This is an optimization exercise on Yosys and OpenROAD, whose aim is small area, not a production implementation. Only simulation tests tie the RTL to the original design; equivalence was not proved. The clock port is modelled as an ideal driver, which makes a skipped or thinned clock tree look cheaper than it is; a real chip needs a root buffer or a tree. Power and IR drop assume default switching activity.

==> run Y: inputs <==
==> flow/design.v <==
module alarm_clock_pv(input clk, SW5, SW4, SW3, SW2, SW1, SW0, KEY1, KEY0,
	output logic [6:0] SEC_LSD, SEC_MSD, MIN_LSD,
	MIN_MSD, HR_LSD, HR_MSD,
	output logic LED7, LED5, LED4, LED3, LED2, LED1, LED0);
localparam [1:0] OP_NONE = 2'd0, OP_MIN = 2'd1, OP_HRS = 2'd2, OP_RUN = 2'd3;
localparam [2:0] T5 = 3'b010;  
localparam [3:0] U0 = 4'd4, U3 = 4'd14;  
localparam [111:0] SEGT = 112'b0010000011000000100100000010010010001001000100100010010000110011111000000000010000001111001111100111110011111001;
localparam [63:0] INCT = 64'b0100011111000110111011101110111011010101111100111001100110011001;
localparam [15:0] LASTT = 16'b1000000000000000;
logic [4:0] pc, pc_n;
logic tick, tick_run, post_tick;
assign tick = (pc == 5'd4) | (pc == 5'd14);
assign tick_run = (pc == 5'd4);
assign post_tick = (pc == 5'd5) | (pc == 5'd15);
assign pc_n = (pc == 5'd19) ? 5'd0 : pc + 5'd1;
logic [3:0] s0, m0, h0, am0, ah0;
logic [2:0] s1, m1, am1;
logic [1:0] h1, ah1;
logic sel;
logic [1:0] op;
logic [3:0] s0n;
logic [2:0] s1n;
function automatic [2:0] inc6(input [2:0] t);
	inc6 = {~t[1] | (t[2] & t[0]), ~t[1] | (t[0] ^ t[2]), ~t[0] & ~(t[2] ^ t[1])};
endfunction
logic [3:0] x_m0, x_h0, xn_m0, xn_h0;
logic [2:0] x_m1, xn_m1;
logic [1:0] x_h1, xn_h1;
assign x_h1 = sel ? ah1 : h1;
assign x_h0 = sel ? ah0 : h0;
assign x_m1 = sel ? am1 : m1;
assign x_m0 = sel ? am0 : m0;
logic inc_s, c_s0, c_s1, inc_m, c_m0, c_m1, inc_h;
logic s0_9, s1_5, m0_9, m1_5;
assign s0_9 = LASTT[s0];
assign s1_5 = (s1 == T5);
assign m0_9 = LASTT[x_m0];
assign m1_5 = (x_m1 == T5);
assign inc_s = (op == OP_RUN);
assign c_s0 = inc_s & s0_9;
assign c_s1 = c_s0 & s1_5;
assign inc_m = (op == OP_MIN) | c_s1;
assign c_m0 = inc_m & m0_9;
assign c_m1 = c_s1 & m0_9 & m1_5;
assign inc_h = (op == OP_HRS) | c_m1;
logic [3:0] s0_i, m0_i, h0_i;
logic [2:0] s1_i, m1_i;
assign s0_i = INCT[s0*4 +: 4];
assign m0_i = INCT[x_m0*4 +: 4];
assign h0_i = INCT[x_h0*4 +: 4];
assign s1_i = inc6(s1);
assign m1_i = inc6(x_m1);
always_comb begin
	s0n = inc_s ? s0_i : s0;
	s1n = c_s0 ? s1_i : s1;
	xn_m0 = inc_m ? m0_i : x_m0;
	xn_m1 = c_m0 ? m1_i : x_m1;
	xn_h0 = x_h0; xn_h1 = x_h1;
	if (inc_h) begin
		if (x_h1 == 2'd2 && x_h0 == U3) begin xn_h0 = U0; xn_h1 = 2'd0; end
		else begin xn_h0 = h0_i; if (LASTT[x_h0]) xn_h1 = {x_h1[0], ~x_h1[0]}; end
	end
end
logic alarm_set, time_set, run;
logic [1:0] op_new;
assign alarm_set = SW1 & ~KEY1;
assign time_set = SW2 & ~KEY1 & ~SW1;
assign run = SW5 & ~SW1 & ~SW2;
assign op_new = (alarm_set | time_set) ? (SW3 ? OP_HRS : OP_MIN) :
	((run & tick_run) ? OP_RUN : OP_NONE);
always_ff @(posedge clk) begin
	if (SW0) begin
		pc <= 5'd0;
		s0 <= U0; s1 <= 3'd0; m0 <= U0; m1 <= 3'd0; h0 <= U0; h1 <= 2'd0;
		am0 <= U0; am1 <= 3'd0; ah0 <= U0; ah1 <= 2'd0;
		sel <= 1'b0; op <= OP_NONE;
	end
	else begin
		pc <= pc_n;
		if (tick) begin
			s0 <= s0n; s1 <= s1n;
			if (sel) begin am0 <= xn_m0; am1 <= xn_m1; ah0 <= xn_h0; ah1 <= xn_h1; end
			else begin m0 <= xn_m0; m1 <= xn_m1; h0 <= xn_h0; h1 <= xn_h1; end
			sel <= SW1; op <= op_new;
		end
	end
end
logic match, changed, pend, pend_l, alarm, led_q;
assign match = (m0 == am0) && (m1 == am1) && (h0 == ah0) && (h1 == ah1);
assign changed = op[1] ^ op[0] | c_s1;
always_ff @(posedge clk) begin
	if (SW0 | ~KEY0) alarm <= 1'b0;
	else if (post_tick & pend & match) alarm <= 1'b1;
	if (SW0) pend <= 1'b0;
	else if (post_tick) pend <= KEY0 & SW4 & changed;
	else if (~KEY0) pend <= 1'b0;
	if (SW0) begin led_q <= 1'b0; pend_l <= 1'b0; end
	else if (tick) begin led_q <= alarm; pend_l <= pend; end
end
assign LED7 = led_q | (pend_l & match);
logic [3:0] d_hl, d_ml, d_sl;
logic [2:0] d_mm, d_sm;
logic [1:0] d_hm;
assign d_hm = x_h1;
assign d_hl = x_h0;
assign d_mm = x_m1;
assign d_ml = x_m0;
assign d_sm = sel ? 3'd0 : s1;
assign d_sl = sel ? U0 : s0;
seg_h g5(d_hm, HR_MSD);
assign HR_LSD = SEGT[d_hl*7 +: 7];
seg_t g3(d_mm, MIN_MSD);
assign MIN_LSD = SEGT[d_ml*7 +: 7];
seg_t g1(d_sm, SEC_MSD);
assign SEC_LSD = SEGT[d_sl*7 +: 7];
assign {LED5, LED4, LED3, LED2, LED1, LED0} = {SW5, SW4, SW3, SW2, SW1, SW0};
endmodule
module seg_t(input [2:0] t, output logic [6:0] seg);
logic f, e, d;
assign {f, e, d} = t;
assign seg = {~(f ^ e) & ~(e ^ d), f, e, d, f & ~e, ~f & e & ~d, d};
endmodule
module seg_h(input [1:0] h, output logic [6:0] seg);
assign seg = {~h[1], h[1] | h[0], h[0], h[0], h[1], 1'b0, h[0]};
endmodule
==> flow/flow/run.sh <==
#!/bin/bash
# Layout flow: the standard synthesis, then the combinational logic between
# the (unchanged) registers is re-mapped with ABC for area, then the standard
# ORFS layout from floorplan to finish, with port buffers of the smallest size.
set -euo pipefail
W=$(pwd)
R=$W/orfs/results/$FLOW_PLATFORM/alarm_clock_pv/base
LIB=$FLOW_HOME/platforms/$FLOW_PLATFORM/lib/sky130_fd_sc_hd__tt_025C_1v80.lib
YOSYS=$FLOW_HOME/../tools/install/yosys/bin/yosys
[[ -x $YOSYS ]] || YOSYS=$(command -v yosys)

bash standard.sh synth > $W/log_1_standard_synth.txt 2>&1
cp $R/1_2_yosys.v $W/synth_standard.v

sed -e "s#@LIB@#$LIB#g" -e "s#@IN@#$W/synth_standard.v#g" -e "s#@OUT@#$W/synth_remap.v#g" \
    -e "s#@TOP@#$FLOW_TOP#g" -e "s#@FLOW@#$W/flow#g" $W/flow/remap.ys.in > $W/remap.ys
$YOSYS -s $W/remap.ys > $W/log_2_remap.txt 2>&1

cp $W/synth_remap.v $R/1_2_yosys.v
rm -f $R/1_synth.odb $R/1_synth.sdc
CTS="${CTS_ARGS_OVERRIDE:--sink_clustering_enable -repair_clock_nets -dont_use_dummy_load -buf_list sky130_fd_sc_hd__clkbuf_8}"
bash standard.sh "BUFFER_PORTS_ARGS=-buffer_cell sky130_fd_sc_hd__buf_1" "CTS_ARGS=$CTS" finish > $W/log_3_layout.txt 2>&1
==> flow/flow/remap.abc <==
strash
&get -n
&deepsyn -J 100 -T 120
&put
dc2
&get -n
&dch -f
&nf
&put
mfs2
strash
dch -f
amap
==> flow/flow/remap.ys.in <==
read_liberty -ignore_miss_func @LIB@
delete sky130_fd_sc_hd__dfxtp_1
read_verilog @FLOW@/stub.v
read_verilog @IN@
hierarchy -top @TOP@
flatten
opt -purge
abc -script @FLOW@/remap.abc -liberty @LIB@ -dont_use *lpflow* -dont_use *probe*
opt_clean -purge
hilomap -singleton -hicell sky130_fd_sc_hd__conb_1 HI -locell sky130_fd_sc_hd__conb_1 LO
insbuf -buf sky130_fd_sc_hd__buf_1 A X
splitnets
opt_clean -purge
stat -liberty @LIB@
select @TOP@
write_verilog -noattr -nohex -nodec -selected @OUT@
==> flow/flow/stub.v <==
(* blackbox *)
module sky130_fd_sc_hd__dfxtp_1(input CLK, input D, output Q);
endmodule
==> flow/standard.sh <==
#!/bin/bash
# synth_recipe.tcl (not shown) runs the flow's synth.tcl, then flattens the netlist and writes it again
# the make line also repeats each setting of config.mk as NAME=value (left out here)
make -C /OpenROAD-flow-scripts/flow DESIGN_CONFIG=/design/flow/config.mk WORK_HOME=/design/flow/orfs CLKGATE_MAP_FILE= SYNTH_SCRIPT=/design/flow/synth_recipe.tcl "${@:-finish}"
==> flow/config.mk <==
export PLATFORM = sky130hd
export DESIGN_NAME = alarm_clock_pv
export DESIGN_NICKNAME = alarm_clock_pv
export VERILOG_FILES = /design/flow/design.v
export SDC_FILE = /design/flow/constraint.sdc
export NUM_CORES = 4
export LEC_CHECK = 0
export CAP_MARGIN = 20
export CORE_MARGIN = 2
export CORE_UTILIZATION = 30
export SLEW_MARGIN = 20
==> flow/constraint.sdc <==
create_clock -name core_clock -period 10.0 [get_ports {clk}]
set_input_delay 2.0000 -clock core_clock [delete_from_list [all_inputs] [get_ports {clk}]]
set_output_delay 2.0000 -clock core_clock [all_outputs]
set_load 0.01 [all_outputs]
==> inputs of run M, as changes to run Y <==
==> flow/design.v, changed modules only <==
module alarm_clock_pv(input clk, SW5, SW4, SW3, SW2, SW1, SW0, KEY1, KEY0,
	output logic [6:0] SEC_LSD, SEC_MSD, MIN_LSD,
	MIN_MSD, HR_LSD, HR_MSD,
	output logic LED7, LED5, LED4, LED3, LED2, LED1, LED0);
localparam [1:0] OP_NONE = 2'd0, OP_MIN = 2'd2, OP_HRS = 2'd3, OP_RUN = 2'd1;
localparam [2:0] T5 = 3'b010;  
localparam [3:0] U0 = 4'd4;  
localparam [111:0] SEGT = 112'b0010000011000000100100000010010010001001000100100010010000110011111000000000010000001111001111100111110011111001;
localparam [63:0] INCT = 64'b0100011111000110111011101110111011010101111100111001100110011001;
localparam [15:0] LASTT = 16'b1000000000000000;
localparam [3:0] S0C = 4'd4;
localparam [111:0] SEGS = 112'b0010000011000000100100000010010010001001000100100010010000110011111000000000010000001111001111100111110011111001;
localparam [63:0] INCS = 64'b0100011111000110111011101110111011010101111100111001100110011001;
localparam [15:0] LASTS = 16'b1000000000000000;
localparam [3:0] H20 = 4'd8;
localparam [111:0] HSEGT = 112'b0010000011000000100100000010010010010000000100100100000000110011111000000000010000001111001111100101001000110000;
localparam [63:0] HINCT = 64'b0100011111000110111000101110001011010101111100111001000100000100;
localparam [15:0] HLASTT = 16'b1000000000000000;
localparam [15:0] HTWOT = 16'b0000010100000111;
logic [4:0] pc, pc_n;
logic tick, tick_run, post_tick;
assign tick = (pc == 5'd4) | (pc == 5'd14);
assign tick_run = (pc == 5'd4);
assign post_tick = (pc == 5'd5) | (pc == 5'd15);
assign pc_n = (pc == 5'd19) ? 5'd0 : pc + 5'd1;
logic [3:0] s0, m0, h0, am0, ah0;
logic [2:0] s1, m1, am1;
logic h1, ah1;  
logic sel;
logic [1:0] op;
logic [3:0] s0n;
logic [2:0] s1n;
function automatic [2:0] inc6(input [2:0] t);
	inc6 = {~t[1] | (t[2] & t[0]), ~t[1] | (t[0] ^ t[2]), ~t[0] & ~(t[2] ^ t[1])};
endfunction
logic [3:0] x_m0, x_h0, xn_m0, xn_h0;
logic [2:0] x_m1, xn_m1;
logic x_h1, xn_h1;
assign x_h1 = sel ? ah1 : h1;
assign x_h0 = sel ? ah0 : h0;
assign x_m1 = sel ? am1 : m1;
assign x_m0 = sel ? am0 : m0;
logic inc_s, c_s0, c_s1, inc_m, c_m0, c_m1, inc_h;
logic s0_9, s1_5, m0_9, m1_5;
assign s0_9 = LASTS[s0];
assign s1_5 = (s1 == T5);
assign m0_9 = LASTT[x_m0];
assign m1_5 = (x_m1 == T5);
assign inc_s = (op == OP_RUN);
assign c_s0 = inc_s & s0_9;
assign c_s1 = c_s0 & s1_5;
assign inc_m = (op == OP_MIN) | c_s1;
assign c_m0 = inc_m & m0_9;
assign c_m1 = c_s1 & m0_9 & m1_5;
assign inc_h = (op == OP_HRS) | c_m1;
logic [3:0] s0_i, m0_i;
logic [2:0] s1_i, m1_i;
assign s0_i = INCS[s0*4 +: 4];
assign m0_i = INCT[x_m0*4 +: 4];
assign s1_i = inc6(s1);
assign m1_i = inc6(x_m1);
always_comb begin
	s0n = inc_s ? s0_i : s0;
	s1n = c_s0 ? s1_i : s1;
	xn_m0 = inc_m ? m0_i : x_m0;
	xn_m1 = c_m0 ? m1_i : x_m1;
	xn_h0 = x_h0; xn_h1 = x_h1;
	if (inc_h) begin
		xn_h0 = (HLASTT[x_h0] & x_h1) ? H20 : HINCT[x_h0*4 +: 4];
		xn_h1 = x_h1 ^ HLASTT[x_h0];
	end
end
logic alarm_set, time_set, run;
logic [1:0] op_new;
assign alarm_set = SW1 & ~KEY1;
assign time_set = SW2 & ~KEY1 & ~SW1;
assign run = SW5 & ~SW1 & ~SW2;
assign op_new = (alarm_set | time_set) ? (SW3 ? OP_HRS : OP_MIN) :
	((run & tick_run) ? OP_RUN : OP_NONE);
always_ff @(posedge clk) begin
	if (SW0) begin
		pc <= 5'd0;
		s0 <= S0C; s1 <= 3'd0; m0 <= U0; m1 <= 3'd0; h0 <= U0; h1 <= 1'b0;
		am0 <= U0; am1 <= 3'd0; ah0 <= U0; ah1 <= 1'b0;
		sel <= 1'b0; op <= OP_NONE;
	end
	else begin
		pc <= pc_n;
		if (tick) begin
			s0 <= s0n; s1 <= s1n;
			if (sel) begin am0 <= xn_m0; am1 <= xn_m1; ah0 <= xn_h0; ah1 <= xn_h1; end
			else begin m0 <= xn_m0; m1 <= xn_m1; h0 <= xn_h0; h1 <= xn_h1; end
			sel <= SW1; op <= op_new;
		end
	end
end
logic match, changed, pend, pend_l, alarm, led_q;
assign match = (m0 == am0) && (m1 == am1) && (h0 == ah0) && (h1 == ah1);
assign changed = (op == OP_MIN) | (op == OP_HRS) | c_s1;
always_ff @(posedge clk) begin
	if (SW0 | ~KEY0) alarm <= 1'b0;
	else if (post_tick & pend & match) alarm <= 1'b1;
	if (SW0) pend <= 1'b0;
	else if (post_tick) pend <= KEY0 & SW4 & changed;
	else if (~KEY0) pend <= 1'b0;
	if (SW0) begin led_q <= 1'b0; pend_l <= 1'b0; end
	else if (tick) begin led_q <= alarm; pend_l <= pend; end
end
assign LED7 = led_q | (pend_l & match);
logic [3:0] d_hl, d_ml, d_sl;
logic [2:0] d_mm, d_sm;
assign d_hl = x_h0;
assign d_mm = x_m1;
assign d_ml = x_m0;
assign d_sm = sel ? 3'd0 : s1;
assign d_sl = sel ? S0C : s0;
assign HR_MSD = {~HTWOT[d_hl], HTWOT[d_hl] | x_h1, x_h1, x_h1, HTWOT[d_hl], 1'b0, x_h1};
assign HR_LSD = HSEGT[d_hl*7 +: 7];
seg_t g3(d_mm, MIN_MSD);
assign MIN_LSD = SEGT[d_ml*7 +: 7];
seg_t g1(d_sm, SEC_MSD);
assign SEC_LSD = SEGS[d_sl*7 +: 7];
assign {LED5, LED4, LED3, LED2, LED1, LED0} = {SW5, SW4, SW3, SW2, SW1, SW0};
endmodule
// module seg_h removed
==> flow/flow/run.sh (replaced) <==
#!/bin/bash
# Layout flow: the standard synthesis; the combinational logic between the
# (unchanged) registers re-mapped with ABC for area; the standard ORFS
# floorplan and placement with port buffers of the smallest size; a one-level
# clock tree of a few buffers (mycts.tcl) in place of ORFS's CTS; then the
# standard ORFS routing and finish. Each tool's output goes to a log_* file.
set -euo pipefail
W=$(pwd)
R=$W/orfs/results/$FLOW_PLATFORM/alarm_clock_pv/base
PLAT=$FLOW_HOME/platforms/$FLOW_PLATFORM
LIB=$PLAT/lib/sky130_fd_sc_hd__tt_025C_1v80.lib
YOSYS=$FLOW_HOME/../tools/install/yosys/bin/yosys
[[ -x $YOSYS ]] || YOSYS=$(command -v yosys)
PORTBUF="BUFFER_PORTS_ARGS=-buffer_cell sky130_fd_sc_hd__buf_1"

bash standard.sh synth > $W/log_1_standard_synth.txt 2>&1
cp $R/1_2_yosys.v $W/synth_standard.v

sed -e "s#@LIB@#$LIB#g" -e "s#@IN@#$W/synth_standard.v#g" -e "s#@OUT@#$W/synth_remap.v#g" \
    -e "s#@TOP@#$FLOW_TOP#g" -e "s#@FLOW@#$W/flow#g" $W/flow/remap.ys.in > $W/remap.ys
$YOSYS -s $W/remap.ys > $W/log_2_remap.txt 2>&1
cp $W/synth_remap.v $R/1_2_yosys.v
rm -f $R/1_synth.odb $R/1_synth.sdc

bash standard.sh "$PORTBUF" place > $W/log_3_place.txt 2>&1

RESULTS_DIR=$R LIB_FILES=$LIB PLATFORM_DIR=$PLAT \
MY_CTS_BUF=${MY_CTS_BUF:-sky130_fd_sc_hd__clkbuf_4} MY_CTS_GROUPS=${MY_CTS_GROUPS:-4} \
  openroad -no_init -exit $W/flow/mycts.tcl > $W/log_4_cts.txt 2>&1

bash standard.sh "$PORTBUF" finish > $W/log_5_route_finish.txt 2>&1
==> flow/flow/mycts.tcl (new file) <==
# Clock tree: the flip-flops are split into CTS_GROUPS groups by position
# (halving by x, then by y) and each group gets one clock buffer at its
# centre, driven straight from the clock port; every buffer sees the same
# kind of load, so the tree is balanced. Then legalise, as the flow's CTS does.
set R $::env(RESULTS_DIR)
read_db $R/3_place.odb
foreach lib $::env(LIB_FILES) { read_liberty $lib }
read_sdc $R/3_place.sdc
source $::env(PLATFORM_DIR)/setRC.tcl

set block [ord::get_db_block]
set db [ord::get_db]
set bufm [$db findMaster $::env(MY_CTS_BUF)]
set ngroups $::env(MY_CTS_GROUPS)
set clknet [$block findNet clk]

set sinks {}
foreach it [$clknet getITerms] {
  set inst [$it getInst]
  if {[[$inst getMaster] isSequential]} {
    set bb [$inst getBBox]
    lappend sinks [list $it [expr {([$bb xMin] + [$bb xMax]) / 2}] [expr {([$bb yMin] + [$bb yMax]) / 2}]]
  }
}
puts "clock sinks: [llength $sinks]"

proc split_groups {items n axis} {
  if {$n <= 1 || [llength $items] <= 1} { return [list $items] }
  set idx [expr {$axis == 0 ? 1 : 2}]
  set sorted [lsort -integer -index $idx $items]
  set n1 [expr {$n / 2}]
  set k [expr {int(round([llength $sorted] * double($n1) / $n))}]
  set a [lrange $sorted 0 [expr {$k - 1}]]
  set b [lrange $sorted $k end]
  return [concat [split_groups $a $n1 [expr {1 - $axis}]] [split_groups $b [expr {$n - $n1}] [expr {1 - $axis}]]]
}

set g 0
foreach grp [split_groups $sinks $ngroups 0] {
  set sx 0; set sy 0
  foreach s $grp { incr sx [lindex $s 1]; incr sy [lindex $s 2] }
  set cx [expr {$sx / [llength $grp]}]
  set cy [expr {$sy / [llength $grp]}]
  set inst [odb::dbInst_create $block $bufm "clkbuf_leaf_$g"]
  set net [odb::dbNet_create $block "clknet_leaf_$g"]
  $net setSigType CLOCK
  [$inst findITerm A] connect $clknet
  [$inst findITerm X] connect $net
  foreach s $grp {
    set it [lindex $s 0]
    $it disconnect
    $it connect $net
  }
  $inst setLocation $cx $cy
  $inst setPlacementStatus PLACED
  puts "group $g: [llength $grp] sinks, buffer at $cx $cy"
  incr g
}

set_placement_padding -global -left 0 -right 0
detailed_placement
check_placement -verbose
set_propagated_clock [all_clocks]
estimate_parasitics -placement
report_worst_slack -max
report_worst_slack -min
write_db $R/4_1_cts.odb
unset_propagated_clock [all_clocks]
write_sdc $R/4_cts.sdc
==> comparison table <==
Final instance area: run M 2600 um2; run Y 2700 um2
Internal Power: run M 0.197 mW; run Y 0.232 mW
Cell Count, Final, Fillers Out: run M 480; run Y 485
Share of power burned in combinational logic: run M 6.7%; run Y 6.9%
Multi-input combinational area share: run M 43.9%; run Y 43.5%
Power Combinational: run M 0.0172 mW; run Y 0.0212 mW
Arrival time at the worst endpoint: run M 3.43 ns; run Y 3.40 ns
Flip-flop and latch area: run M 861 um2; run Y 901 um2
Die boundary height: run M 91.1 um; run Y 92.1 um
Via-to-Cell Ratio: run M 5.03; run Y 5.15
Synthesized area per cell: run M 6.86 um2; run Y 7.01 um2
Placeable core region: run M 7290 um2; run Y 7610 um2
Maximum number of pins on one net before global-route repair: run M 22; run Y 29
Die width: run M 91.1 um; run Y 92.1 um
Max rail drop VDD: run M 34.0 uV; run Y 38.8 uV
Fraction of final layout cells sized beyond drive strength 1: run M 1.05%; run Y 1.57%
Status: run M complete, no violations; run Y complete, no violations
Worst-case setup margin in the final layout: run M 4.57 ns; run Y 4.60 ns
In run M the design's own scripts or RTL, not TritonCTS, make the clock network.

[port drivers added, routing unchanged]
No port has a modelled driver above. Below, the same layouts with a new extraction and two added sets of constraints. Step 1 (the two cells are an assumption about what drives the block):
set clk [get_ports {clk}]
set_driving_cell -lib_cell sky130_fd_sc_hd__clkbuf_16 $clk
set_driving_cell -lib_cell sky130_fd_sc_hd__buf_2 [delete_from_list [all_inputs] $clk]
Step 2 also shifts input and output timing later by t, the mid clock arrival at the registers, as if the neighbouring blocks saw the same clock. Slacks: ideal / step 1 / step 2; pairs: ideal / step 1.
run	t (ns)	setup WS [ns]	slew at the worst register clock pin (ns)	worst data-port slew with drivers (ns)
run Y	0.323	4.600 / 4.569 / 4.892	0.08 / 0.08	0.03
run M	0.220	4.573 / 4.525 / 4.745	0.12 / 0.12	0.04
After both steps setup and hold are still met in every run listed.
